Context: an optimization exercise on an open-source flow, tuned for small area. The choices shown serve that exercise and are no tape-out recipe. The RTL was checked by simulation tests, not by an equivalence proof against the original design.

==> design/flow/design.v <==
module pipelined_fir(clk,reset,xn,yn);
input clk,reset;
input signed [15:0] xn;
output wire signed [15:0] yn;
reg [15:0] a, b;
reg [17:0] e, f;   
reg [15:0] yr;
wire [15:0] ysum;
wire n1 = ~b[1];
wire n2 = ~b[2];
wire n3 = ~b[3];
wire n4 = ~b[4];
wire n5 = ~b[5];
wire n6 = ~b[6];
wire n7 = ~b[7];
wire n8 = ~b[8];
wire n9 = ~b[9];
wire n10 = ~b[10];
wire n11 = ~b[11];
wire n12 = ~b[12];
wire n13 = ~b[13];
wire n14 = ~b[14];
wire n15 = ~b[15];
wire n46 = ~a[0];
wire n47 = ~a[1];
wire n48 = ~a[2];
wire n49 = ~a[3];
wire n50 = ~a[4];
wire n51 = ~a[5];
wire n52 = ~a[6];
wire n53 = ~a[7];
wire n54 = ~a[8];
wire n55 = ~a[9];
wire n56 = ~a[10];
wire n57 = ~a[11];
wire n58 = ~a[12];
wire n59 = ~a[13];
wire n60 = ~a[14];
wire n61 = ~a[15];
wire n62 = ~b[0];
wire n63 = ~e[1];
wire n64 = ~e[2];
wire n65 = ~e[3];
wire n66 = ~e[4];
wire n67 = ~e[5];
wire n68 = ~e[6];
wire n69 = ~e[7];
wire n70 = ~e[8];
wire n71 = ~e[9];
wire n72 = ~e[10];
wire n73 = ~e[11];
wire n74 = ~e[12];
wire n75 = ~e[13];
wire n76 = ~e[14];
wire n77 = ~e[15];
wire n78 = ~ev[1];
wire n79 = ~e[0];
wire n80 = ~ev[0];
wire n81 = ~f[0];
wire n82 = ~f[16];
always @(posedge clk or posedge reset)
  if (reset) begin
    a <= 16'h0000; b <= 16'h0000; yr <= 16'h0000; e <= 18'b001111111111111110; f <= 18'b001111111111111110;
  end else begin
    a <= xn; b <= a; yr <= ysum; e <= e_next; f <= {ev, e[15:0]};
  end
assign yn = yr;
wire [17:0] e_next;
wire ep = e[17] ^ ~a[15];
wire [1:0] ev;
assign ev[0] = ep ^ ~e[16];
assign ev[1] = ep ? e[16] : e[17];
wire s16, c17;
fir_ha u_s16 (.a(n1), .b(xn[0]), .s(s16), .co(c17));
wire s18, c19;
fir_fa u_s18 (.a(n2), .b(xn[1]), .c(c17), .s(s18), .co(c19));
wire s20, c21;
fir_fa u_s20 (.a(n3), .b(xn[2]), .c(c19), .s(s20), .co(c21));
wire s22, c23;
fir_fa u_s22 (.a(n4), .b(xn[3]), .c(c21), .s(s22), .co(c23));
wire s24, c25;
fir_fa u_s24 (.a(n5), .b(xn[4]), .c(c23), .s(s24), .co(c25));
wire s26, c27;
fir_fa u_s26 (.a(n6), .b(xn[5]), .c(c25), .s(s26), .co(c27));
wire s28, c29;
fir_fa u_s28 (.a(n7), .b(xn[6]), .c(c27), .s(s28), .co(c29));
wire s30, c31;
fir_fa u_s30 (.a(n8), .b(xn[7]), .c(c29), .s(s30), .co(c31));
wire s32, c33;
fir_fa u_s32 (.a(n9), .b(xn[8]), .c(c31), .s(s32), .co(c33));
wire s34, c35;
fir_fa u_s34 (.a(n10), .b(xn[9]), .c(c33), .s(s34), .co(c35));
wire s36, c37;
fir_fa u_s36 (.a(n11), .b(xn[10]), .c(c35), .s(s36), .co(c37));
wire s38, c39;
fir_fa u_s38 (.a(n12), .b(xn[11]), .c(c37), .s(s38), .co(c39));
wire s40, c41;
fir_fa u_s40 (.a(n13), .b(xn[12]), .c(c39), .s(s40), .co(c41));
wire s42, c43;
fir_fa u_s42 (.a(n14), .b(xn[13]), .c(c41), .s(s42), .co(c43));
wire s44, c45;
fir_fa u_s44 (.a(n15), .b(xn[14]), .c(c43), .s(s44), .co(c45));
wire s83, c84;
fir_ha u_s83 (.a(e[0]), .b(n46), .s(s83), .co(c84));
wire s85, c86;
fir_fa u_s85 (.a(b[0]), .b(n47), .c(n63), .s(s85), .co(c86));
wire s87, c88;
fir_ha u_s87 (.a(c84), .b(s85), .s(s87), .co(c88));
wire s89, c90;
fir_fa u_s89 (.a(b[1]), .b(e[0]), .c(n48), .s(s89), .co(c90));
wire s91, c92;
fir_fa u_s91 (.a(n64), .b(c86), .c(s89), .s(s91), .co(c92));
wire s93, c94;
fir_ha u_s93 (.a(c88), .b(s91), .s(s93), .co(c94));
wire s95, c96;
fir_fa u_s95 (.a(b[2]), .b(n49), .c(n63), .s(s95), .co(c96));
wire s97, c98;
fir_fa u_s97 (.a(n65), .b(n81), .c(c90), .s(s97), .co(c98));
wire s99, c100;
fir_fa u_s99 (.a(s95), .b(c92), .c(s97), .s(s99), .co(c100));
wire s101, c102;
fir_fa u_s101 (.a(a[0]), .b(b[3]), .c(f[1]), .s(s101), .co(c102));
wire s103, c104;
fir_fa u_s103 (.a(n50), .b(n64), .c(n66), .s(s103), .co(c104));
wire s105, c106;
fir_fa u_s105 (.a(c96), .b(s101), .c(s103), .s(s105), .co(c106));
wire s107, c108;
fir_ha u_s107 (.a(c98), .b(s105), .s(s107), .co(c108));
wire s109, c110;
fir_fa u_s109 (.a(a[1]), .b(b[4]), .c(e[0]), .s(s109), .co(c110));
wire s111, c112;
fir_fa u_s111 (.a(f[2]), .b(n51), .c(n65), .s(s111), .co(c112));
wire s113, c114;
fir_ha u_s113 (.a(n67), .b(n81), .s(s113), .co(c114));
wire s115, c116;
fir_fa u_s115 (.a(s113), .b(c102), .c(c104), .s(s115), .co(c116));
wire s117, c118;
fir_fa u_s117 (.a(s109), .b(s111), .c(c106), .s(s117), .co(c118));
wire s119, c120;
fir_fa u_s119 (.a(s115), .b(c108), .c(s117), .s(s119), .co(c120));
wire s121, c122;
fir_fa u_s121 (.a(a[2]), .b(b[5]), .c(f[1]), .s(s121), .co(c122));
wire s123, c124;
fir_fa u_s123 (.a(f[3]), .b(n52), .c(n63), .s(s123), .co(c124));
wire s125, c126;
fir_fa u_s125 (.a(n66), .b(n68), .c(c114), .s(s125), .co(c126));
wire s127, c128;
fir_fa u_s127 (.a(c110), .b(c112), .c(s121), .s(s127), .co(c128));
wire s129, c130;
fir_fa u_s129 (.a(s123), .b(s125), .c(c116), .s(s129), .co(c130));
wire s131, c132;
fir_fa u_s131 (.a(s127), .b(c118), .c(s129), .s(s131), .co(c132));
wire s133, c134;
fir_fa u_s133 (.a(a[0]), .b(a[3]), .c(b[6]), .s(s133), .co(c134));
wire s135, c136;
fir_fa u_s135 (.a(f[2]), .b(f[4]), .c(n53), .s(s135), .co(c136));
wire s137, c138;
fir_fa u_s137 (.a(n64), .b(n67), .c(n69), .s(s137), .co(c138));
wire s139, c140;
fir_fa u_s139 (.a(c122), .b(c124), .c(s133), .s(s139), .co(c140));
wire s141, c142;
fir_ha u_s141 (.a(s135), .b(s137), .s(s141), .co(c142));
wire s143, c144;
fir_fa u_s143 (.a(c126), .b(s141), .c(c128), .s(s143), .co(c144));
wire s145, c146;
fir_fa u_s145 (.a(s139), .b(c130), .c(s143), .s(s145), .co(c146));
wire s147, c148;
fir_fa u_s147 (.a(a[1]), .b(a[4]), .c(b[7]), .s(s147), .co(c148));
wire s149, c150;
fir_fa u_s149 (.a(f[3]), .b(f[5]), .c(n54), .s(s149), .co(c150));
wire s151, c152;
fir_fa u_s151 (.a(n62), .b(n65), .c(n68), .s(s151), .co(c152));
wire s153, c154;
fir_fa u_s153 (.a(n70), .b(n81), .c(c134), .s(s153), .co(c154));
wire s155, c156;
fir_fa u_s155 (.a(c136), .b(c138), .c(s147), .s(s155), .co(c156));
wire s157, c158;
fir_fa u_s157 (.a(s149), .b(s151), .c(c142), .s(s157), .co(c158));
wire s159, c160;
fir_fa u_s159 (.a(c140), .b(s153), .c(s155), .s(s159), .co(c160));
wire s161, c162;
fir_fa u_s161 (.a(s157), .b(c144), .c(s159), .s(s161), .co(c162));
wire s163, c164;
fir_fa u_s163 (.a(a[2]), .b(a[5]), .c(b[8]), .s(s163), .co(c164));
wire s165, c166;
fir_fa u_s165 (.a(f[1]), .b(f[4]), .c(f[6]), .s(s165), .co(c166));
wire s167, c168;
fir_fa u_s167 (.a(n1), .b(n46), .c(n55), .s(s167), .co(c168));
wire s169, c170;
fir_fa u_s169 (.a(n66), .b(n69), .c(n71), .s(s169), .co(c170));
wire s171, c172;
fir_fa u_s171 (.a(c148), .b(c150), .c(c152), .s(s171), .co(c172));
wire s173, c174;
fir_fa u_s173 (.a(s163), .b(s165), .c(s167), .s(s173), .co(c174));
wire s175, c176;
fir_fa u_s175 (.a(s169), .b(c154), .c(c156), .s(s175), .co(c176));
wire s177, c178;
fir_fa u_s177 (.a(s171), .b(s173), .c(c158), .s(s177), .co(c178));
wire s179, c180;
fir_fa u_s179 (.a(c160), .b(s175), .c(s177), .s(s179), .co(c180));
wire s181, c182;
fir_fa u_s181 (.a(a[3]), .b(a[6]), .c(b[9]), .s(s181), .co(c182));
wire s183, c184;
fir_fa u_s183 (.a(f[2]), .b(f[5]), .c(f[7]), .s(s183), .co(c184));
wire s185, c186;
fir_fa u_s185 (.a(n2), .b(n47), .c(n56), .s(s185), .co(c186));
wire s187, c188;
fir_fa u_s187 (.a(n67), .b(n70), .c(n72), .s(s187), .co(c188));
wire s189, c190;
fir_fa u_s189 (.a(n79), .b(c164), .c(c166), .s(s189), .co(c190));
wire s191, c192;
fir_fa u_s191 (.a(c168), .b(c170), .c(s181), .s(s191), .co(c192));
wire s193, c194;
fir_fa u_s193 (.a(s183), .b(s185), .c(s187), .s(s193), .co(c194));
wire s195, c196;
fir_fa u_s195 (.a(c172), .b(s189), .c(c174), .s(s195), .co(c196));
wire s197, c198;
fir_fa u_s197 (.a(s191), .b(s193), .c(c176), .s(s197), .co(c198));
wire s199, c200;
fir_fa u_s199 (.a(s195), .b(c178), .c(s197), .s(s199), .co(c200));
wire s201, c202;
fir_fa u_s201 (.a(a[4]), .b(a[7]), .c(b[10]), .s(s201), .co(c202));
wire s203, c204;
fir_fa u_s203 (.a(e[1]), .b(f[3]), .c(f[6]), .s(s203), .co(c204));
wire s205, c206;
fir_fa u_s205 (.a(f[8]), .b(n3), .c(n48), .s(s205), .co(c206));
wire s207, c208;
fir_fa u_s207 (.a(n57), .b(n68), .c(n71), .s(s207), .co(c208));
wire s209, c210;
fir_fa u_s209 (.a(n73), .b(n81), .c(c182), .s(s209), .co(c210));
wire s211, c212;
fir_fa u_s211 (.a(c184), .b(c186), .c(c188), .s(s211), .co(c212));
wire s213, c214;
fir_fa u_s213 (.a(s201), .b(s203), .c(s205), .s(s213), .co(c214));
wire s215, c216;
fir_fa u_s215 (.a(s207), .b(c190), .c(c192), .s(s215), .co(c216));
wire s217, c218;
fir_fa u_s217 (.a(s209), .b(c194), .c(s211), .s(s217), .co(c218));
wire s219, c220;
fir_fa u_s219 (.a(s213), .b(c196), .c(s215), .s(s219), .co(c220));
wire s221, c222;
fir_fa u_s221 (.a(s217), .b(c198), .c(s219), .s(s221), .co(c222));
wire s223, c224;
fir_fa u_s223 (.a(a[5]), .b(a[8]), .c(b[11]), .s(s223), .co(c224));
wire s225, c226;
fir_fa u_s225 (.a(e[2]), .b(f[1]), .c(f[4]), .s(s225), .co(c226));
wire s227, c228;
fir_fa u_s227 (.a(f[7]), .b(f[9]), .c(n4), .s(s227), .co(c228));
wire s229, c230;
fir_fa u_s229 (.a(n49), .b(n58), .c(n69), .s(s229), .co(c230));
wire s231, c232;
fir_fa u_s231 (.a(n72), .b(n74), .c(n79), .s(s231), .co(c232));
wire s233, c234;
fir_fa u_s233 (.a(c202), .b(c204), .c(c206), .s(s233), .co(c234));
wire s235, c236;
fir_fa u_s235 (.a(c208), .b(s223), .c(s225), .s(s235), .co(c236));
wire s237, c238;
fir_fa u_s237 (.a(s227), .b(s229), .c(s231), .s(s237), .co(c238));
wire s239, c240;
fir_fa u_s239 (.a(c210), .b(c212), .c(c214), .s(s239), .co(c240));
wire s241, c242;
fir_fa u_s241 (.a(s233), .b(s235), .c(s237), .s(s241), .co(c242));
wire s243, c244;
fir_fa u_s243 (.a(c216), .b(c218), .c(s239), .s(s243), .co(c244));
wire s245, c246;
fir_fa u_s245 (.a(s241), .b(c220), .c(s243), .s(s245), .co(c246));
wire s247, c248;
fir_fa u_s247 (.a(a[6]), .b(a[9]), .c(b[12]), .s(s247), .co(c248));
wire s249, c250;
fir_fa u_s249 (.a(e[1]), .b(e[3]), .c(f[10]), .s(s249), .co(c250));
wire s251, c252;
fir_fa u_s251 (.a(f[2]), .b(f[5]), .c(f[8]), .s(s251), .co(c252));
wire s253, c254;
fir_fa u_s253 (.a(n5), .b(n50), .c(n59), .s(s253), .co(c254));
wire s255, c256;
fir_fa u_s255 (.a(n70), .b(n73), .c(n75), .s(s255), .co(c256));
wire s257, c258;
fir_fa u_s257 (.a(c224), .b(c226), .c(c228), .s(s257), .co(c258));
wire s259, c260;
fir_fa u_s259 (.a(c230), .b(c232), .c(s247), .s(s259), .co(c260));
wire s261, c262;
fir_fa u_s261 (.a(s249), .b(s251), .c(s253), .s(s261), .co(c262));
wire s263, c264;
fir_fa u_s263 (.a(s255), .b(c234), .c(c236), .s(s263), .co(c264));
wire s265, c266;
fir_fa u_s265 (.a(c238), .b(s257), .c(s259), .s(s265), .co(c266));
wire s267, c268;
fir_fa u_s267 (.a(s261), .b(c240), .c(s263), .s(s267), .co(c268));
wire s269, c270;
fir_fa u_s269 (.a(c242), .b(s265), .c(c244), .s(s269), .co(c270));
wire s271, c272;
fir_fa u_s271 (.a(s267), .b(c246), .c(s269), .s(s271), .co(c272));
wire s273, c274;
fir_fa u_s273 (.a(a[10]), .b(a[7]), .c(b[13]), .s(s273), .co(c274));
wire s275, c276;
fir_fa u_s275 (.a(e[2]), .b(e[4]), .c(f[11]), .s(s275), .co(c276));
wire s277, c278;
fir_fa u_s277 (.a(f[3]), .b(f[6]), .c(f[9]), .s(s277), .co(c278));
wire s279, c280;
fir_fa u_s279 (.a(n46), .b(n51), .c(n6), .s(s279), .co(c280));
wire s281, c282;
fir_fa u_s281 (.a(n60), .b(n62), .c(n71), .s(s281), .co(c282));
wire s283, c284;
fir_fa u_s283 (.a(n74), .b(n76), .c(n79), .s(s283), .co(c284));
wire s285, c286;
fir_fa u_s285 (.a(n81), .b(c248), .c(c250), .s(s285), .co(c286));
wire s287, c288;
fir_fa u_s287 (.a(c252), .b(c254), .c(c256), .s(s287), .co(c288));
wire s289, c290;
fir_fa u_s289 (.a(s273), .b(s275), .c(s277), .s(s289), .co(c290));
wire s291, c292;
fir_fa u_s291 (.a(s279), .b(s281), .c(s283), .s(s291), .co(c292));
wire s293, c294;
fir_fa u_s293 (.a(c258), .b(c260), .c(s285), .s(s293), .co(c294));
wire s295, c296;
fir_fa u_s295 (.a(c262), .b(s287), .c(s289), .s(s295), .co(c296));
wire s297, c298;
fir_fa u_s297 (.a(s291), .b(c264), .c(c266), .s(s297), .co(c298));
wire s299, c300;
fir_fa u_s299 (.a(s293), .b(s295), .c(c268), .s(s299), .co(c300));
wire s301, c302;
fir_fa u_s301 (.a(s297), .b(c270), .c(s299), .s(s301), .co(c302));
wire s303, c304;
fir_fa u_s303 (.a(a[11]), .b(a[15]), .c(a[8]), .s(s303), .co(c304));
wire s305, c306;
fir_fa u_s305 (.a(b[14]), .b(e[1]), .c(e[3]), .s(s305), .co(c306));
wire s307, c308;
fir_fa u_s307 (.a(e[5]), .b(f[10]), .c(f[12]), .s(s307), .co(c308));
wire s309, c310;
fir_fa u_s309 (.a(f[1]), .b(f[4]), .c(f[7]), .s(s309), .co(c310));
wire s311, c312;
fir_fa u_s311 (.a(n1), .b(n47), .c(n52), .s(s311), .co(c312));
wire s313, c314;
fir_fa u_s313 (.a(n7), .b(n72), .c(n75), .s(s313), .co(c314));
wire s315, c316;
fir_fa u_s315 (.a(n77), .b(c274), .c(c276), .s(s315), .co(c316));
wire s317, c318;
fir_fa u_s317 (.a(c278), .b(c280), .c(c282), .s(s317), .co(c318));
wire s319, c320;
fir_fa u_s319 (.a(c284), .b(s303), .c(s305), .s(s319), .co(c320));
wire s321, c322;
fir_fa u_s321 (.a(s307), .b(s309), .c(s311), .s(s321), .co(c322));
wire s323, c324;
fir_fa u_s323 (.a(s313), .b(c286), .c(c288), .s(s323), .co(c324));
wire s325, c326;
fir_fa u_s325 (.a(c290), .b(s315), .c(c292), .s(s325), .co(c326));
wire s327, c328;
fir_fa u_s327 (.a(s317), .b(s319), .c(s321), .s(s327), .co(c328));
wire s329, c330;
fir_fa u_s329 (.a(c294), .b(c296), .c(s323), .s(s329), .co(c330));
wire s331, c332;
fir_ha u_s331 (.a(s325), .b(s327), .s(s331), .co(c332));
wire s333, c334;
fir_fa u_s333 (.a(s331), .b(c298), .c(s329), .s(s333), .co(c334));
wire s335, c336;
fir_fa u_s335 (.a(c300), .b(s333), .c(c302), .s(s335), .co(c336));
wire s337, c338;
fir_fa u_s337 (.a(a[12]), .b(a[9]), .c(e[2]), .s(s337), .co(c338));
wire s339, c340;
fir_fa u_s339 (.a(e[4]), .b(e[6]), .c(ev[0]), .s(s339), .co(c340));
wire s341, c342;
fir_fa u_s341 (.a(f[11]), .b(f[13]), .c(f[2]), .s(s341), .co(c342));
wire s343, c344;
fir_fa u_s343 (.a(f[5]), .b(f[8]), .c(n15), .s(s343), .co(c344));
wire s345, c346;
fir_fa u_s345 (.a(n2), .b(n48), .c(n53), .s(s345), .co(c346));
wire s347, c348;
fir_fa u_s347 (.a(n73), .b(n76), .c(n8), .s(s347), .co(c348));
wire s349, c350;
fir_fa u_s349 (.a(c304), .b(c306), .c(c308), .s(s349), .co(c350));
wire s351, c352;
fir_fa u_s351 (.a(c310), .b(c312), .c(c314), .s(s351), .co(c352));
wire s353, c354;
fir_fa u_s353 (.a(s337), .b(s339), .c(s341), .s(s353), .co(c354));
wire s355, c356;
fir_fa u_s355 (.a(s343), .b(s345), .c(s347), .s(s355), .co(c356));
wire s357, c358;
fir_fa u_s357 (.a(c316), .b(c318), .c(c320), .s(s357), .co(c358));
wire s359, c360;
fir_fa u_s359 (.a(s349), .b(c322), .c(s351), .s(s359), .co(c360));
wire s361, c362;
fir_fa u_s361 (.a(s353), .b(s355), .c(c324), .s(s361), .co(c362));
wire s363, c364;
fir_fa u_s363 (.a(c326), .b(s357), .c(c328), .s(s363), .co(c364));
wire s365, c366;
fir_fa u_s365 (.a(s359), .b(c332), .c(c330), .s(s365), .co(c366));
wire s367, c368;
fir_fa u_s367 (.a(s361), .b(s363), .c(c334), .s(s367), .co(c368));
wire s369, c370;
fir_fa u_s369 (.a(s365), .b(s367), .c(c336), .s(s369), .co(c370));
wire s371, c372;
fir_fa u_s371 (.a(a[10]), .b(a[13]), .c(e[3]), .s(s371), .co(c372));
wire s373, c374;
fir_fa u_s373 (.a(e[5]), .b(e[7]), .c(f[12]), .s(s373), .co(c374));
wire s375, c376;
fir_fa u_s375 (.a(f[14]), .b(f[3]), .c(f[6]), .s(s375), .co(c376));
wire s377, c378;
fir_fa u_s377 (.a(f[9]), .b(n3), .c(n49), .s(s377), .co(c378));
wire s379, c380;
fir_fa u_s379 (.a(n54), .b(n74), .c(n77), .s(s379), .co(c380));
wire s381, c382;
fir_fa u_s381 (.a(n78), .b(n9), .c(c338), .s(s381), .co(c382));
wire s383, c384;
fir_fa u_s383 (.a(c340), .b(c342), .c(c344), .s(s383), .co(c384));
wire s385, c386;
fir_fa u_s385 (.a(c346), .b(c348), .c(s371), .s(s385), .co(c386));
wire s387, c388;
fir_fa u_s387 (.a(s373), .b(s375), .c(s377), .s(s387), .co(c388));
wire s389, c390;
fir_fa u_s389 (.a(s379), .b(c350), .c(c352), .s(s389), .co(c390));
wire s391, c392;
fir_fa u_s391 (.a(c354), .b(s381), .c(c356), .s(s391), .co(c392));
wire s393, c394;
fir_fa u_s393 (.a(s383), .b(s385), .c(s387), .s(s393), .co(c394));
wire s395, c396;
fir_fa u_s395 (.a(c358), .b(c360), .c(s389), .s(s395), .co(c396));
wire s397, c398;
fir_fa u_s397 (.a(s391), .b(s393), .c(c362), .s(s397), .co(c398));
wire s399, c400;
fir_fa u_s399 (.a(c364), .b(s395), .c(c366), .s(s399), .co(c400));
wire s401, c402;
fir_fa u_s401 (.a(s397), .b(c368), .c(s399), .s(s401), .co(c402));
wire s403, c404;
fir_fa u_s403 (.a(a[11]), .b(a[14]), .c(e[4]), .s(s403), .co(c404));
wire s405, c406;
fir_fa u_s405 (.a(e[6]), .b(e[8]), .c(ev[0]), .s(s405), .co(c406));
wire s407, c408;
fir_fa u_s407 (.a(f[10]), .b(f[13]), .c(f[15]), .s(s407), .co(c408));
wire s409, c410;
fir_fa u_s409 (.a(f[4]), .b(f[7]), .c(n10), .s(s409), .co(c410));
wire s411, c412;
fir_fa u_s411 (.a(n4), .b(n50), .c(n55), .s(s411), .co(c412));
wire s413, c414;
fir_fa u_s413 (.a(n75), .b(c372), .c(c374), .s(s413), .co(c414));
wire s415, c416;
fir_fa u_s415 (.a(c376), .b(c378), .c(c380), .s(s415), .co(c416));
wire s417, c418;
fir_fa u_s417 (.a(s403), .b(s405), .c(s407), .s(s417), .co(c418));
wire s419, c420;
fir_ha u_s419 (.a(s409), .b(s411), .s(s419), .co(c420));
wire s421, c422;
fir_fa u_s421 (.a(s419), .b(c382), .c(c384), .s(s421), .co(c422));
wire s423, c424;
fir_fa u_s423 (.a(c386), .b(s413), .c(c388), .s(s423), .co(c424));
wire s425, c426;
fir_fa u_s425 (.a(s415), .b(s417), .c(c390), .s(s425), .co(c426));
wire s427, c428;
fir_fa u_s427 (.a(c392), .b(s421), .c(c394), .s(s427), .co(c428));
wire s429, c430;
fir_fa u_s429 (.a(s423), .b(c396), .c(s425), .s(s429), .co(c430));
wire s431, c432;
fir_fa u_s431 (.a(s427), .b(c398), .c(s429), .s(s431), .co(c432));
wire s433, c434;
fir_fa u_s433 (.a(c400), .b(s431), .c(c402), .s(s433), .co(c434));
wire s435, c436;
fir_fa u_s435 (.a(a[12]), .b(e[5]), .c(e[7]), .s(s435), .co(c436));
wire s437, c438;
fir_fa u_s437 (.a(e[9]), .b(f[11]), .c(f[14]), .s(s437), .co(c438));
wire s439, c440;
fir_fa u_s439 (.a(f[5]), .b(f[8]), .c(n11), .s(s439), .co(c440));
wire s441, c442;
fir_fa u_s441 (.a(n5), .b(n51), .c(n56), .s(s441), .co(c442));
wire s443, c444;
fir_fa u_s443 (.a(n61), .b(n76), .c(n78), .s(s443), .co(c444));
wire s445, c446;
fir_fa u_s445 (.a(n82), .b(c404), .c(c406), .s(s445), .co(c446));
wire s447, c448;
fir_fa u_s447 (.a(c408), .b(c410), .c(c412), .s(s447), .co(c448));
wire s449, c450;
fir_fa u_s449 (.a(s435), .b(s437), .c(s439), .s(s449), .co(c450));
wire s451, c452;
fir_ha u_s451 (.a(s441), .b(s443), .s(s451), .co(c452));
wire s453, c454;
fir_fa u_s453 (.a(c420), .b(s451), .c(c414), .s(s453), .co(c454));
wire s455, c456;
fir_fa u_s455 (.a(c416), .b(c418), .c(s445), .s(s455), .co(c456));
wire s457, c458;
fir_fa u_s457 (.a(s447), .b(s449), .c(c422), .s(s457), .co(c458));
wire s459, c460;
fir_fa u_s459 (.a(s453), .b(c424), .c(s455), .s(s459), .co(c460));
wire s461, c462;
fir_fa u_s461 (.a(c426), .b(s457), .c(c428), .s(s461), .co(c462));
wire s463, c464;
fir_fa u_s463 (.a(s459), .b(c430), .c(s461), .s(s463), .co(c464));
wire s465, c466;
fir_fa u_s465 (.a(c432), .b(s463), .c(c434), .s(s465), .co(c466));
wire s467, c468;
fir_fa u_s467 (.a(a[13]), .b(e[10]), .c(e[6]), .s(s467), .co(c468));
wire s469, c470;
fir_fa u_s469 (.a(e[8]), .b(f[12]), .c(f[15]), .s(s469), .co(c470));
wire s471, c472;
fir_fa u_s471 (.a(f[17]), .b(f[6]), .c(f[9]), .s(s471), .co(c472));
wire s473, c474;
fir_fa u_s473 (.a(n12), .b(n52), .c(n57), .s(s473), .co(c474));
wire s475, c476;
fir_ha u_s475 (.a(n6), .b(n77), .s(s475), .co(c476));
wire s477, c478;
fir_fa u_s477 (.a(s475), .b(c436), .c(c438), .s(s477), .co(c478));
wire s479, c480;
fir_fa u_s479 (.a(c440), .b(c442), .c(c444), .s(s479), .co(c480));
wire s481, c482;
fir_fa u_s481 (.a(s467), .b(s469), .c(s471), .s(s481), .co(c482));
wire s483, c484;
fir_fa u_s483 (.a(s473), .b(c452), .c(c446), .s(s483), .co(c484));
wire s485, c486;
fir_fa u_s485 (.a(c448), .b(s477), .c(c450), .s(s485), .co(c486));
wire s487, c488;
fir_fa u_s487 (.a(s479), .b(s481), .c(c454), .s(s487), .co(c488));
wire s489, c490;
fir_fa u_s489 (.a(c456), .b(s483), .c(s485), .s(s489), .co(c490));
wire s491, c492;
fir_fa u_s491 (.a(c458), .b(s487), .c(c460), .s(s491), .co(c492));
wire s493, c494;
fir_fa u_s493 (.a(s489), .b(c462), .c(s491), .s(s493), .co(c494));
wire s495, c496;
fir_fa u_s495 (.a(c464), .b(s493), .c(c466), .s(s495), .co(c496));
wire s497, c498;
fir_fa u_s497 (.a(a[14]), .b(e[11]), .c(e[7]), .s(s497), .co(c498));
wire s499, c500;
fir_fa u_s499 (.a(e[9]), .b(ev[0]), .c(f[10]), .s(s499), .co(c500));
wire s501, c502;
fir_fa u_s501 (.a(f[13]), .b(f[7]), .c(n13), .s(s501), .co(c502));
wire s503, c504;
fir_fa u_s503 (.a(n53), .b(n58), .c(n7), .s(s503), .co(c504));
wire s505, c506;
fir_fa u_s505 (.a(n82), .b(c476), .c(c468), .s(s505), .co(c506));
wire s507, c508;
fir_fa u_s507 (.a(c470), .b(c472), .c(c474), .s(s507), .co(c508));
wire s509, c510;
fir_fa u_s509 (.a(s497), .b(s499), .c(s501), .s(s509), .co(c510));
wire s511, c512;
fir_fa u_s511 (.a(s503), .b(c478), .c(c480), .s(s511), .co(c512));
wire s513, c514;
fir_fa u_s513 (.a(c482), .b(s505), .c(s507), .s(s513), .co(c514));
wire s515, c516;
fir_fa u_s515 (.a(s509), .b(c484), .c(c486), .s(s515), .co(c516));
wire s517, c518;
fir_fa u_s517 (.a(s511), .b(s513), .c(c488), .s(s517), .co(c518));
wire s519, c520;
fir_fa u_s519 (.a(c490), .b(s515), .c(s517), .s(s519), .co(c520));
wire s521, c522;
fir_fa u_s521 (.a(c492), .b(s519), .c(c494), .s(s521), .co(c522));
wire s523, c524;
fir_fa u_s523 (.a(e[10]), .b(e[12]), .c(e[8]), .s(s523), .co(c524));
wire s525, c526;
fir_fa u_s525 (.a(f[11]), .b(f[14]), .c(f[17]), .s(s525), .co(c526));
wire s527, c528;
fir_fa u_s527 (.a(f[8]), .b(n14), .c(n54), .s(s527), .co(c528));
wire s529, c530;
fir_fa u_s529 (.a(n59), .b(n61), .c(n78), .s(s529), .co(c530));
wire s531, c532;
fir_fa u_s531 (.a(n8), .b(c498), .c(c500), .s(s531), .co(c532));
wire s533, c534;
fir_fa u_s533 (.a(c502), .b(c504), .c(s523), .s(s533), .co(c534));
wire s535, c536;
fir_fa u_s535 (.a(s525), .b(s527), .c(s529), .s(s535), .co(c536));
wire s537, c538;
fir_fa u_s537 (.a(c506), .b(c508), .c(s531), .s(s537), .co(c538));
wire s539, c540;
fir_fa u_s539 (.a(c510), .b(s533), .c(s535), .s(s539), .co(c540));
wire s541, c542;
fir_fa u_s541 (.a(c512), .b(c514), .c(s537), .s(s541), .co(c542));
wire s543, c544;
fir_fa u_s543 (.a(s539), .b(c516), .c(s541), .s(s543), .co(c544));
wire s545, c546;
fir_fa u_s545 (.a(c518), .b(s543), .c(c520), .s(s545), .co(c546));
wire s547, c548;
fir_fa u_s547 (.a(b[15]), .b(e[11]), .c(e[13]), .s(s547), .co(c548));
wire s549, c550;
fir_fa u_s549 (.a(e[9]), .b(f[12]), .c(f[15]), .s(s549), .co(c550));
wire s551, c552;
fir_fa u_s551 (.a(f[9]), .b(n55), .c(n60), .s(s551), .co(c552));
wire s553, c554;
fir_fa u_s553 (.a(n9), .b(c524), .c(c526), .s(s553), .co(c554));
wire s555, c556;
fir_fa u_s555 (.a(c528), .b(c530), .c(s547), .s(s555), .co(c556));
wire s557, c558;
fir_ha u_s557 (.a(s549), .b(s551), .s(s557), .co(c558));
wire s559, c560;
fir_fa u_s559 (.a(s557), .b(c532), .c(c534), .s(s559), .co(c560));
wire s561, c562;
fir_fa u_s561 (.a(s553), .b(c536), .c(s555), .s(s561), .co(c562));
wire s563, c564;
fir_fa u_s563 (.a(c538), .b(s559), .c(c540), .s(s563), .co(c564));
wire s565, c566;
fir_fa u_s565 (.a(s561), .b(c542), .c(s563), .s(s565), .co(c566));
wire s567, c568;
fir_fa u_s567 (.a(c544), .b(s565), .c(c546), .s(s567), .co(c568));
wire s569, c570;
fir_fa u_s569 (.a(a[15]), .b(e[10]), .c(e[12]), .s(s569), .co(c570));
wire s571, c572;
fir_fa u_s571 (.a(e[14]), .b(f[10]), .c(f[13]), .s(s571), .co(c572));
wire s573, c574;
fir_fa u_s573 (.a(n10), .b(n56), .c(n82), .s(s573), .co(c574));
wire s575, c576;
fir_fa u_s575 (.a(c548), .b(c550), .c(c552), .s(s575), .co(c576));
wire s577, c578;
fir_fa u_s577 (.a(s569), .b(s571), .c(s573), .s(s577), .co(c578));
wire s579, c580;
fir_fa u_s579 (.a(c558), .b(c554), .c(c556), .s(s579), .co(c580));
wire s581, c582;
fir_ha u_s581 (.a(s575), .b(s577), .s(s581), .co(c582));
wire s583, c584;
fir_fa u_s583 (.a(s581), .b(c560), .c(c562), .s(s583), .co(c584));
wire s585, c586;
fir_fa u_s585 (.a(s579), .b(c564), .c(s583), .s(s585), .co(c586));
wire s587, c588;
fir_fa u_s587 (.a(c566), .b(s585), .c(c568), .s(s587), .co(c588));
wire s589, c590;
fir_fa u_s589 (.a(e[11]), .b(e[13]), .c(e[15]), .s(s589), .co(c590));
wire s591, c592;
fir_fa u_s591 (.a(f[11]), .b(f[14]), .c(f[17]), .s(s591), .co(c592));
wire s593, c594;
fir_ha u_s593 (.a(n11), .b(n57), .s(s593), .co(c594));
wire s595, c596;
fir_fa u_s595 (.a(s593), .b(c570), .c(c572), .s(s595), .co(c596));
wire s597, c598;
fir_fa u_s597 (.a(c574), .b(s589), .c(s591), .s(s597), .co(c598));
wire s599, c600;
fir_fa u_s599 (.a(c576), .b(s595), .c(c578), .s(s599), .co(c600));
wire s601, c602;
fir_fa u_s601 (.a(s597), .b(c582), .c(c580), .s(s601), .co(c602));
wire s603, c604;
fir_fa u_s603 (.a(s599), .b(c584), .c(s601), .s(s603), .co(c604));
wire s605, c606;
fir_fa u_s605 (.a(c586), .b(s603), .c(c588), .s(s605), .co(c606));
wire s607, c608;
fir_fa u_s607 (.a(e[12]), .b(e[14]), .c(f[12]), .s(s607), .co(c608));
wire s609, c610;
fir_fa u_s609 (.a(f[15]), .b(n12), .c(n58), .s(s609), .co(c610));
wire s611, c612;
fir_fa u_s611 (.a(n80), .b(c594), .c(c590), .s(s611), .co(c612));
wire s613, c614;
fir_fa u_s613 (.a(c592), .b(s607), .c(s609), .s(s613), .co(c614));
wire s615, c616;
fir_fa u_s615 (.a(c596), .b(c598), .c(s611), .s(s615), .co(c616));
wire s617, c618;
fir_fa u_s617 (.a(s613), .b(c600), .c(s615), .s(s617), .co(c618));
wire s619, c620;
fir_fa u_s619 (.a(c602), .b(s617), .c(c604), .s(s619), .co(c620));
wire s621, c622;
fir_fa u_s621 (.a(e[13]), .b(e[15]), .c(ev[1]), .s(s621), .co(c622));
wire s623, c624;
fir_fa u_s623 (.a(f[13]), .b(n13), .c(n59), .s(s623), .co(c624));
wire s625, c626;
fir_fa u_s625 (.a(n82), .b(c608), .c(c610), .s(s625), .co(c626));
wire s627, c628;
fir_fa u_s627 (.a(s621), .b(s623), .c(c612), .s(s627), .co(c628));
wire s629, c630;
fir_fa u_s629 (.a(c614), .b(s625), .c(c616), .s(s629), .co(c630));
wire s631, c632;
fir_fa u_s631 (.a(s627), .b(c618), .c(s629), .s(s631), .co(c632));
wire s633, c634;
fir_fa u_s633 (.a(e[14]), .b(f[14]), .c(f[17]), .s(s633), .co(c634));
wire s635, c636;
fir_fa u_s635 (.a(n14), .b(n60), .c(n80), .s(s635), .co(c636));
wire s637, c638;
fir_fa u_s637 (.a(c622), .b(c624), .c(s633), .s(s637), .co(c638));
wire s639, c640;
fir_fa u_s639 (.a(s635), .b(c626), .c(s637), .s(s639), .co(c640));
wire s641, c642;
fir_fa u_s641 (.a(c628), .b(s639), .c(c630), .s(s641), .co(c642));
wire s643, c644;
fir_fa u_s643 (.a(a[15]), .b(b[15]), .c(e[15]), .s(s643), .co(c644));
wire s645, c646;
fir_fa u_s645 (.a(ev[1]), .b(f[15]), .c(c634), .s(s645), .co(c646));
wire s647, c648;
fir_fa u_s647 (.a(c636), .b(s643), .c(c638), .s(s647), .co(c648));
wire s649, c650;
fir_fa u_s649 (.a(s645), .b(c640), .c(s647), .s(s649), .co(c650));
wire s651, c652;
fir_fa u_s651 (.a(n80), .b(n82), .c(c644), .s(s651), .co(c652));
wire s653, c654;
fir_fa u_s653 (.a(c646), .b(s651), .c(c648), .s(s653), .co(c654));
wire s655 = ev[1] ^ f[17];
wire s656 = s655 ^ c652 ^ c654;
wire s657, c658;
fir_ha u_s657 (.a(c94), .b(s99), .s(s657), .co(c658));
wire k659 = ~(s657 | c658);
wire s660, c661;
fir_ha u_s660 (.a(s107), .b(c100), .s(s660), .co(c661));
wire k662 = ~(s660 | c661);
wire s663, c664;
fir_ha u_s663 (.a(c120), .b(s131), .s(s663), .co(c664));
wire k665 = ~(s663 | c664);
wire s666, c667;
fir_ha u_s666 (.a(c132), .b(s145), .s(s666), .co(c667));
wire k668 = ~(s666 | c667);
wire s669, c670;
fir_ha u_s669 (.a(c146), .b(s161), .s(s669), .co(c670));
wire k671 = ~(s669 | c670);
wire s672, c673;
fir_ha u_s672 (.a(c162), .b(s179), .s(s672), .co(c673));
wire k674 = ~(s672 | c673);
wire s675, c676;
fir_ha u_s675 (.a(c180), .b(s199), .s(s675), .co(c676));
wire k677 = ~(s675 | c676);
wire s678, c679;
fir_ha u_s678 (.a(c200), .b(s221), .s(s678), .co(c679));
wire k680 = ~(s678 | c679);
wire s681, c682;
fir_ha u_s681 (.a(c222), .b(s245), .s(s681), .co(c682));
wire k683 = ~(s681 | c682);
wire s684, c685;
fir_ha u_s684 (.a(c272), .b(s301), .s(s684), .co(c685));
wire k686 = ~(s684 | c685);
wire s687, c688;
fir_ha u_s687 (.a(s401), .b(c370), .s(s687), .co(c688));
wire k689 = ~(s687 | c688);
wire s690, c691;
fir_ha u_s690 (.a(s521), .b(c496), .s(s690), .co(c691));
wire k692 = ~(s690 | c691);
wire s693, c694;
fir_ha u_s693 (.a(s545), .b(c522), .s(s693), .co(c694));
wire k695 = ~(s693 | c694);
wire s696, c697;
fir_ha u_s696 (.a(s619), .b(c606), .s(s696), .co(c697));
wire k698 = ~(s696 | c697);
wire s699, c700;
fir_ha u_s699 (.a(s631), .b(c620), .s(s699), .co(c700));
wire k701 = ~(s699 | c700);
wire s702, c703;
fir_ha u_s702 (.a(c632), .b(s641), .s(s702), .co(c703));
wire k704 = ~(s702 | c703);
wire s705, c706;
fir_ha u_s705 (.a(s649), .b(c642), .s(s705), .co(c706));
wire k707 = ~(s705 | c706);
wire s708, c709;
fir_ha u_s708 (.a(c650), .b(s653), .s(s708), .co(c709));
wire k710 = ~(s708 | c709);
wire P711 = ~s87 & ~s83;
wire P712 = ~s93 & P711;
wire P713 = s657 & P712;
wire G714 = k662 | s660 & k659;
wire P715 = s660 & P713;
wire G716 = ~s119 & G714;
wire P717 = ~s119 & P715;
wire G718 = k665 | s663 & G716;
wire P719 = s663 & P717;
wire G720 = k668 | s666 & G718;
wire P721 = s666 & P719;
wire G722 = k671 | s669 & G720;
wire P723 = s669 & P721;
wire G724 = k674 | s672 & G722;
wire P725 = s672 & P723;
wire G726 = k677 | s675 & G724;
wire P727 = s675 & P725;
wire G728 = k680 | s678 & G726;
wire P729 = s678 & P727;
wire G730 = k683 | s681 & G728;
wire P731 = s681 & P729;
wire G732 = ~s271 & G730;
wire P733 = ~s271 & P731;
wire G734 = k686 | s684 & G732;
wire P735 = s684 & P733;
wire G736 = ~s335 & G734;
wire P737 = ~s335 & P735;
wire G738 = ~s369 & G736;
wire P739 = ~s369 & P737;
wire G740 = k689 | s687 & G738;
wire P741 = s687 & P739;
wire G742 = ~s433 & G740;
wire P743 = ~s433 & P741;
wire G744 = ~s465 & G742;
wire P745 = ~s465 & P743;
wire G746 = ~s495 & G744;
wire P747 = ~s495 & P745;
wire G748 = k692 | s690 & G746;
wire P749 = s690 & P747;
wire G750 = k695 | s693 & G748;
wire P751 = s693 & P749;
wire G752 = ~s567 & G750;
wire P753 = ~s567 & P751;
wire G754 = ~s587 & G752;
wire P755 = ~s587 & P753;
wire G756 = ~s605 & G754;
wire P757 = ~s605 & P755;
wire G758 = k698 | s696 & G756;
wire P759 = s696 & P757;
wire G760 = k701 | s699 & G758;
wire P761 = s699 & P759;
wire G762 = k704 | s702 & G760;
wire P763 = s702 & P761;
wire G764 = k710 | s708 & k707;
wire P765 = s708 & s705;
wire G766 = k707 | s705 & G762;
wire P767 = s705 & P763;
wire G768 = G764 | P765 & G762;
wire P769 = P765 & P763;
wire G770 = ~s656 & G768;
wire P771 = ~s656 & P769;
wire y772 = ~s369 ^ G736;
wire y773 = s687 ^ G738;
wire y774 = ~s433 ^ G740;
wire y775 = ~s465 ^ G742;
wire y776 = ~s495 ^ G744;
wire y777 = s690 ^ G746;
wire y778 = s693 ^ G748;
wire y779 = ~s567 ^ G750;
wire y780 = ~s587 ^ G752;
wire y781 = ~s605 ^ G754;
wire y782 = s696 ^ G756;
wire y783 = s699 ^ G758;
wire y784 = s702 ^ G760;
wire y785 = s705 ^ G762;
wire y786 = s708 ^ G766;
wire y787 = ~s656 ^ G768;
assign e_next = {b[15], c45, s44, s42, s40, s38, s36, s34, s32, s30, s28, s26, s24, s22, s20, s18, s16, b[0]};
assign ysum = {y787, y786, y785, y784, y783, y782, y781, y780, y779, y778, y777, y776, y775, y774, y773, y772};
endmodule
module fir_fa(a, b, c, s, co);
input a, b, c;
output s, co;
assign s = a ^ b ^ c;
assign co = (a & b) | (a & c) | (b & c);
endmodule
module fir_ha(a, b, s, co);
input a, b;
output s, co;
assign s = a ^ b;
assign co = a & b;
endmodule
==> design/flow/flow/run.sh <==
#!/bin/bash
# Layout flow: the standard flow (standard.sh, with its synthesis
# unchanged), except that the port buffers use the smallest buffer cell and
# clock tree synthesis runs without dummy balancing loads and with one clock
# buffer type. The full make output goes to standard.log in this folder.
set -e
bash standard.sh \
  'BUFFER_PORTS_ARGS=-buffer_cell sky130_fd_sc_hd__buf_1' \
  'CTS_ARGS=-sink_clustering_enable -repair_clock_nets -dont_use_dummy_load -root_buf sky130_fd_sc_hd__clkbuf_8 -buf_list {sky130_fd_sc_hd__clkbuf_4 sky130_fd_sc_hd__clkbuf_8}' \
  finish > standard.log 2>&1
==> design/flow/standard.sh <==
#!/bin/bash
# synth_recipe.tcl (not shown) runs the flow's synth.tcl, then flattens the netlist and writes it again
# the make line also repeats each setting of config.mk as NAME=value (left out here)
make -C /OpenROAD-flow-scripts/flow DESIGN_CONFIG=/design/flow/config.mk WORK_HOME=/design/flow/orfs CLKGATE_MAP_FILE= SYNTH_SCRIPT=/design/flow/synth_recipe.tcl "${@:-finish}"
==> design/flow/config.mk <==
export PLATFORM = sky130hd
export DESIGN_NAME = pipelined_fir
export DESIGN_NICKNAME = pipelined_fir
export VERILOG_FILES = /design/flow/design.v
export SDC_FILE = /design/flow/constraint.sdc
export NUM_CORES = 4
export LEC_CHECK = 0
export CAP_MARGIN = 20
export CORE_MARGIN = 2
export CORE_UTILIZATION = 60
export GPL_TIMING_DRIVEN = 0
export SLEW_MARGIN = 20
export SYNTH_HIERARCHICAL = 1
==> design/flow/constraint.sdc <==
create_clock -name core_clock -period 8.0 [get_ports {clk}]
set_input_delay 1.6000 -clock core_clock [delete_from_list [all_inputs] [get_ports {clk}]]
set_output_delay 1.6000 -clock core_clock [all_outputs]
set_load 0.01 [all_outputs]
==> results.cfg <==
[status]
status = complete, no violations

[worst_hold_path]
min_path_cells = 0
hp-start = e[3]
whs_endpoint = f[3]
hp-class = flop to flop

[die]
fp.dieH_um = 127
rows = 44
core_area_um2 = 14600
io_pins = 34
die_w_um = 127
design.die.area_um2 = 16000
start_util_pct = 61.7

[route]
first_pass_iters = 4
ant_nets = 0
routed_wl_um = 20500
wl_per_cell_um = 27.2
viasPerCell = 5.76
vias = 4328
drc = 0
drt_iter0_drc = 320

[timing]
tightestPinTransition_ps = 593
fmax_ghz = 0.135
hold_viol_final = 0
period_minus_slack_ps = 7400
final_max_slew_viol_count = 0
tns_ps = 0
fin_skew_ps = 32.5
rsz0062_at_grt = false
slew_headroom_pct = 60.3
setup_viol = 0
finalCritPeriodShare_pct = 92.5

[synthesis]
ys_types = 27
ys_top_cells_by_count = fa_1 (287), inv_1 (64), dfrtp_1 (54), ha_1 (39), dfstp_2 (30)
async_flop_share_pct = 100
syn_nets = 868
synth_seq_cells = 84
synth.most_common_cell = fa_1
synth_flop_cell = dfrtp_1
synth.avg_cell_area_um2 = 17.2
synth_top_cell_area_share_pct = 63.8
yosysSeqAreaShare_pct = 23.8
ys_top_cells_by_area = fa_1 (64%), dfrtp_1 (15%), dfstp_2 (8.8%)
yosysWarnings = 7
synth_edf_count = 0
syn-instance-count = 524
syn_area_um2 = 9010
synth_top_area_cell = fa_1

[final_layout]
num_antenna_cells = 0
syn2layout_area_growth_pct = 5.72
finalNetCount = 913
utilization_pct = 65.3
ff_latch_area_um2 = 2140
drive_gt1_share_pct = 8.82
multi_input_area_um2 = 6630
n_fill_cell = 1056

[grt]
grt_start_max_net_pins = 66
grt.total_usage_pct = 29.2
grt_pass1_vias = 5507
antenna_found_initial = 0
grt-ovfl-total = 0
grt_pass1_wl_um = 32800

[critical_path]
required_ps = 8280
cp-end-kind = flop
r2r-end = yr[14]
ff2ff_path_depth = 22
r2r-start = e[7]
crit_type = flop to flop
ff2ff_setup_slack_ps = 600
cp.arrival_ps = 7680
startpoint_type = flop
critPathMaxFanout = 5

[clock_tree]
clockBufferDepth = 2
post_cts_buffers = 0
cts_root_buf = clkbuf_8
cts_buffers = 9
cts.clk_slew.worst_paths_ps = 100
clock_latency_ps = 380
clock_sinks = 84
cts_htree_levels = 3
cts_tree = done

[place]
portBuffers = 33
place_congestion = 0.988
dp.final_hpwl_um = 18400

[run]
maxCapViolations = 0
==> worst max-delay path, cell delays in order (launching register included) <==
cell and delay [ps]:
dfstp_2 670, inv_1 170, fa_1 420, fa_1 530, fa_1 460, fa_1 500, fa_1 400, fa_1 400
fa_1 410, fa_1 380, fa_1 380, fa_1 370, ha_1 340, mux2i_1 290, mux2i_1 140, ha_1 210
ha_1 180, ha_1 200, nand2b_1 200, a31oi_4 230, mux2i_4 120, a21oi_2 160, xnor2_1 120
==> Yosys stat by module, one instance, submodules excluded <==
module         cell area (um2)  flip-flops and latches  cells
pipelined_fir             2860                      84    205
fir_ha                    12.5                       0      1
fir_fa                    20.0                       0      1
==> registers in the layout (all words and copies together), names as in the netlist <==
register  flops
e            18
f            18
a            16
b            16
yr           16
==> how the worst max path moves through the flow <==
stage	startpoint	endpoint	slack (ps)
detailed placement	a[15]	yr[15]	360
CTS	a[15]	yr[15]	310
floorplan	xn[0]	e[15]	760
global route	e[10]	yr[15]	220
finish	e[7]	yr[14]	600
global placement	a[15]	yr[14]	430
==> placed cells by master (no fill, tap or decap), types with 5 or more instances in the layout <==
cell type / instances
dfstp_2: 30
buf_1: 33
inv_1: 63
ha_1: 39
xnor2_1: 9
fa_1: 287
dfrtp_1: 54
clkbuf_8: 9
a21oi_1: 5
==> final cells by class <==
class | count | area share (%)
multi-input combinational | 375 | 69.6
inverter | 65 | 2.59
tap | 184 | 2.42
clock buffer | 9 | 1.30
timing repair buffer | 34 | 1.59
sequential | 84 | 22.5
==> logic make-up (layout without fill, tap and decap cells) <==
| logic type | after synthesis | in the layout | synth area share [%] |
|---|---|---|---|
| mux | 4 | 4 | 0.583 |
| simple gates | 14 | 14 | 0.944 |
| buf+inv | 65 | 108 | 2.71 |
| flops | 84 | 84 | 23.8 |
| fa+ha+maj | 326 | 326 | 69.2 |
| xor+xnor | 14 | 14 | 1.36 |
| compound gates | 17 | 17 | 1.44 |
==> timing repair <==
item,4_1_cts,5_1_grt
resized for setup,0,1
hold buffers,0,0
endpoints found under the setup margin,0,2
==> metrics by stage <==
step | instances | area (um2) | hold slack [ps] | setup slack [ps]
finish | 751 | 9520 | 437 | 602
global route | 751 | 9520 | 438 | 223
CTS | 751 | 9520 | 432 | 306
global placement | 741 | 9360 | 429 | 428
floorplan | 524 | 9010 | 394 | 764
detailed placement | 742 | 9390 | 426 | 356
==> metal layers <==
layer / global-route usage, % / up-vias / share of wire (%)
li1: - / 1663 / -
met1: 40.6 / 2467 / 37
met2: 48.4 / 165 / 52
met3: 5.44 / 33 / 7.8
met4: 8.73 / 0 / 2.4
met5: 0 / - / 0

## re-timing with driven ports
The flow's constraints put no driver on any port. The routed layout listed below was extracted and timed again, unchanged, in two steps.
Step 1 assumes that a clkbuf_16 drives the clock port and a buf_2 every other input.
Step 2 times the ports against the registers' clock, not the clock port: input delays grow and output delays shrink by t, the midpoint of the rising clock arrivals with the driver on.
Slacks: no drivers / after step 1 / after step 2; pairs: no drivers / after step 1.
shift t [ns]: 0.396
slack for setup (ns): 0.602 / 0.602 / 0.509
worst setup path at the end: input to register
worst slew at a driven data input, ns: 0.03
pins driven straight from the clock port: 1
After both steps this run still meets setup and hold. For this run, drivers alone change the setup slack by 0.000 ns; drivers and shift together by -0.093 ns.
